Source: an optimization exercise on an open RTL-to-GDS flow (aim: small area, a short achievable clock period and few clock cycles per item). Production flows keep margins and buffers that such runs may drop. Where RTL was checked, it was by simulation tests only, not by an equivalence proof against the original. No driver is modelled on the clock port, so clocking that relies on it looks cheaper here than on a real chip.

== the previous run ==
Design square_root32, start of the top module:
module square_root32(
		input wire iCLOCK,
		input wire inRESET,
		input wire iDATA_REQ,
		output wire oDATA_BUSY,
		input wire [31:0] iDATA,
		output wire oDATA_VALID,
		input wire iDATA_BUSY,
		output wire [15:0] oDATA
	);
clock: 15.0 ns
lec_check: 0
cap_margin: 20
core_margin: 2
core_utilization: 40
slew_margin: 20
standard.sh (not shown) runs the stock make flow with config.mk's settings and CLKGATE_MAP_FILE= SYNTH_SCRIPT=/design/flow/synth_recipe.tcl, a recipe that flattens the netlist after the stock synthesis.
==> flow/flow/run.sh <==
#!/bin/bash
# Standard layout with a larger setup margin for ORFS's timing repair, so that
# repair works towards a shorter achieved period; constraints are unchanged.
bash standard.sh SETUP_SLACK_MARGIN=11.6 finish > standard.log 2>&1
[inputs] the current run vs the previous run
==> flow/run.sh (new file) <==
#!/bin/bash
# synth_recipe.tcl (not shown) runs the flow's synth.tcl, then flattens the netlist and writes it again
# the make line also repeats each setting of config.mk as NAME=value (left out here)
make -C /OpenROAD-flow-scripts/flow DESIGN_CONFIG=/design/flow/config.mk WORK_HOME=/design/flow/orfs CLKGATE_MAP_FILE= SYNTH_SCRIPT=/design/flow/synth_recipe.tcl finish
removed: flow/flow/run.sh
removed: flow/standard.sh
Results
- Sequential share of layout area in the current run vs the previous run: up 7.0 points
- On time the worst path needs with I/O delays and setup, the previous run beats the current run.
- Per the comparison of the current run with the previous run, wire length lower, non-clock buffer count decreased by 170 relative to the old numbers.
- The current run: no failed stages, no open violations at the end
- Diff the previous run -> the current run: worst hold-check slack rose 0.0044 ns; register-to-register slack fell 1.66 ns; met2 routing resource usage after global routing fell 6.1 points; maximum frequency fell 68 MHz.
- As of the current run, first-pass GRT wire length had fallen by more than 10% compared to the previous run.
- The current run ended with less design area than the previous run.
- Cell count: the current run lower than the previous run
No run of this note included a check of the RTL's function; only the layout flow was run.

---

Another version of the RTL of square_root32 (not shown whole).
Size in the first run: about 240 flip-flops, ~54 I/O pins, about 14000 µm² of cells after synthesis.
==> flow/design.v (excerpt) <==
module square_root32(
		input wire iCLOCK,
		input wire inRESET,
		input wire iDATA_REQ,
		output wire oDATA_BUSY,
		input wire [31:0] iDATA,
		output wire oDATA_VALID,
		input wire iDATA_BUSY,
		output wire [15:0] oDATA
	);
export LEC_CHECK = 0
export ABC_AREA = 1
export CAP_MARGIN = 20
export CORE_MARGIN = 2
export CORE_UTILIZATION = 55
export CTS_BUF_LIST = sky130_fd_sc_hd__clkbuf_16
export CTS_CLUSTER_DIAMETER = 80
export CTS_CLUSTER_SIZE = 28
export SLEW_MARGIN = 20
create_clock -name core_clock -period 15.0 [get_ports {iCLOCK}]
==> flow/flow/run.sh <==
#!/bin/bash
bash standard.sh SETUP_SLACK_MARGIN=10.9 BUFFER_PORTS_ARGS='-buffer_cell sky130_fd_sc_hd__buf_1' finish > standard.log 2>&1
Testbench counts at the start, summed over its fixed seeds: cycles 12,056, items 12,000.
Change:
==> flow/flow/run.sh (replaced) <==
#!/bin/bash
bash standard.sh SETUP_SLACK_MARGIN=11.0 BUFFER_PORTS_ARGS='-buffer_cell sky130_fd_sc_hd__buf_1' finish > standard.log 2>&1
Register-to-register slack improved by 0.08 ns.
Fmax stays flat.
Wire length is higher slightly.
Clock skew stays flat.
Synthesized area does not change.
Change:
==> flow/flow/run.sh (replaced) <==
#!/bin/bash
# The standard layout (standard.sh, unchanged synthesis and steps), with:
# - a larger setup margin for ORFS's timing repair, so that repair works
#   towards a shorter achieved period;
# - port buffers of the smallest buffer cell (repair upsizes them as needed);
bash standard.sh SETUP_SLACK_MARGIN=10.9 BUFFER_PORTS_ARGS='-buffer_cell sky130_fd_sc_hd__buf_1' POST_CTS_TCL="$(pwd)/flow/flatten_clk.tcl" finish > standard.log 2>&1
==> flow/flow/flatten_clk.tcl (new file) <==
# Remove the clock tree's intermediate level: the root clock buffer then
# drives the leaf clock buffers directly. Every register keeps the same
# number of buffers (two) between the clock port and its clock pin.
set block [ord::get_db_block]
set root [$block findInst clkbuf_0_iCLOCK]
set rootnet [[$root findITerm X] getNet]
set mids {}
foreach it [$rootnet getITerms] {
  set inst [$it getInst]
  if {$inst eq $root} continue
  if {[string match "clkbuf_leaf_*" [$inst getName]]} continue
  lappend mids $inst
}
foreach inst $mids {
  if {![string match "clkbuf_*" [$inst getName]]} { error "unexpected load [$inst getName] on the root clock net" }
  set onet [[$inst findITerm X] getNet]
  set loads {}
  foreach it [$onet getITerms] { if {[$it getInst] ne $inst} { lappend loads $it } }
  set dummies {}
  foreach it $loads {
    if {[string match "clkload*" [[$it getInst] getName]]} { lappend dummies [$it getInst]; continue }
    if {![string match "clkbuf_leaf_*" [[$it getInst] getName]]} { error "unexpected load [[$it getInst] getName]" }
    $it disconnect
    $it connect $rootnet
  }
  puts "flatten_clk: removed [$inst getName], moved [llength $loads] leaf buffers to [$rootnet getName]"
  foreach d $dummies {
    puts "flatten_clk: removed dummy load [$d getName]"
    odb::dbInst_destroy $d
  }
  odb::dbInst_destroy $inst
  odb::dbNet_destroy $onet
}
--- a/flow/config.mk
+++ b/flow/config.mk
@@ -11 +11 @@
-export CORE_UTILIZATION = 55
+export CORE_UTILIZATION = 68
@@ -13,2 +13,2 @@
-export CTS_CLUSTER_DIAMETER = 80
-export CTS_CLUSTER_SIZE = 28
+export CTS_CLUSTER_DIAMETER = 70
+export CTS_CLUSTER_SIZE = 22
The new run passed the timing, DRC and antenna checks.
Non-clock buffer count falls by 4.
Final cell count falls by 3.5%.
Flip-flop and latch count stays the same.
Die area falls by 19%.
Area after synthesis stays the same.
Worst setup slack gains 0.089 ns.
Change:
--- a/flow/flow/run.sh
+++ b/flow/flow/run.sh
@@ -6 +6 @@
-bash standard.sh SETUP_SLACK_MARGIN=10.9 BUFFER_PORTS_ARGS='-buffer_cell sky130_fd_sc_hd__buf_1' POST_CTS_TCL="$(pwd)/flow/flatten_clk.tcl" finish > standard.log 2>&1
+bash standard.sh SETUP_SLACK_MARGIN=11.1 BUFFER_PORTS_ARGS='-buffer_cell sky130_fd_sc_hd__buf_1' POST_CTS_TCL="$(pwd)/flow/flatten_clk.tcl" finish > standard.log 2>&1
--- a/flow/config.mk
+++ b/flow/config.mk
@@ -13,2 +13,2 @@
-export CTS_CLUSTER_DIAMETER = 70
-export CTS_CLUSTER_SIZE = 22
+export CTS_CLUSTER_DIAMETER = 80
+export CTS_CLUSTER_SIZE = 28
Effect: Hold slack improved by 0.0042 ns. Critical path depth stays the same. Via count shrinks by about 0.9%. Setup slack improved by 0.0080 ns.
Change:
--- a/flow/flow/run.sh
+++ b/flow/flow/run.sh
@@ -6 +6 @@
-bash standard.sh SETUP_SLACK_MARGIN=11.1 BUFFER_PORTS_ARGS='-buffer_cell sky130_fd_sc_hd__buf_1' POST_CTS_TCL="$(pwd)/flow/flatten_clk.tcl" finish > standard.log 2>&1
+bash standard.sh SETUP_SLACK_MARGIN=11.0 BUFFER_PORTS_ARGS='-buffer_cell sky130_fd_sc_hd__buf_1' POST_CTS_TCL="$(pwd)/flow/flatten_clk.tcl" finish > standard.log 2>&1
After rerunning: Worst setup slack stays flat. Via count goes down by 0.36%. Die area is unchanged.

-- afterwards: timing with drivers on the ports --
The results above use ideal ports. As a check the final layouts listed here were re-extracted and re-timed, cells and wires unchanged. Step 1 (the two cells are an assumption about what drives the block):
set clk [get_ports {iCLOCK}]
set_driving_cell -lib_cell sky130_fd_sc_hd__clkbuf_16 $clk
set_driving_cell -lib_cell sky130_fd_sc_hd__buf_2 [delete_from_list [all_inputs] $clk]
Step 2, shift: input delay + t, output delay - t, t = (earliest + latest rising clock arrival at the registers) / 2. This alone moves slack from input paths to output paths. Three values: ideal ports, drivers, drivers and shift; two values: the first two.
run | shift t [ns] | setup slack, ns | pins driven straight from the clock port
the previous run | 0.592 | 10.811 / 10.811 / 10.811 | 1
the current run | 0.588 | 9.149 / 9.149 / 9.149 | 1
the first run of note 2 | 0.542 | 10.964 / 10.918 / 10.949 | 1
the second run of note 2 | 0.542 | 10.963 / 10.916 / 10.948 | 1
the third run of note 2 | 0.487 | 11.052 / 11.007 / 10.994 | 1
the fourth run of note 2 | 0.467 | 11.060 / 11.016 / 10.988 | 1
the fifth run of note 2 | 0.467 | 11.062 / 11.019 / 10.988 | 1
After both steps every run listed still meets setup and hold. The setup slack of the fifth run of note 2, which loses most, moves by -0.043 ns with the drivers and by -0.074 ns with both steps.
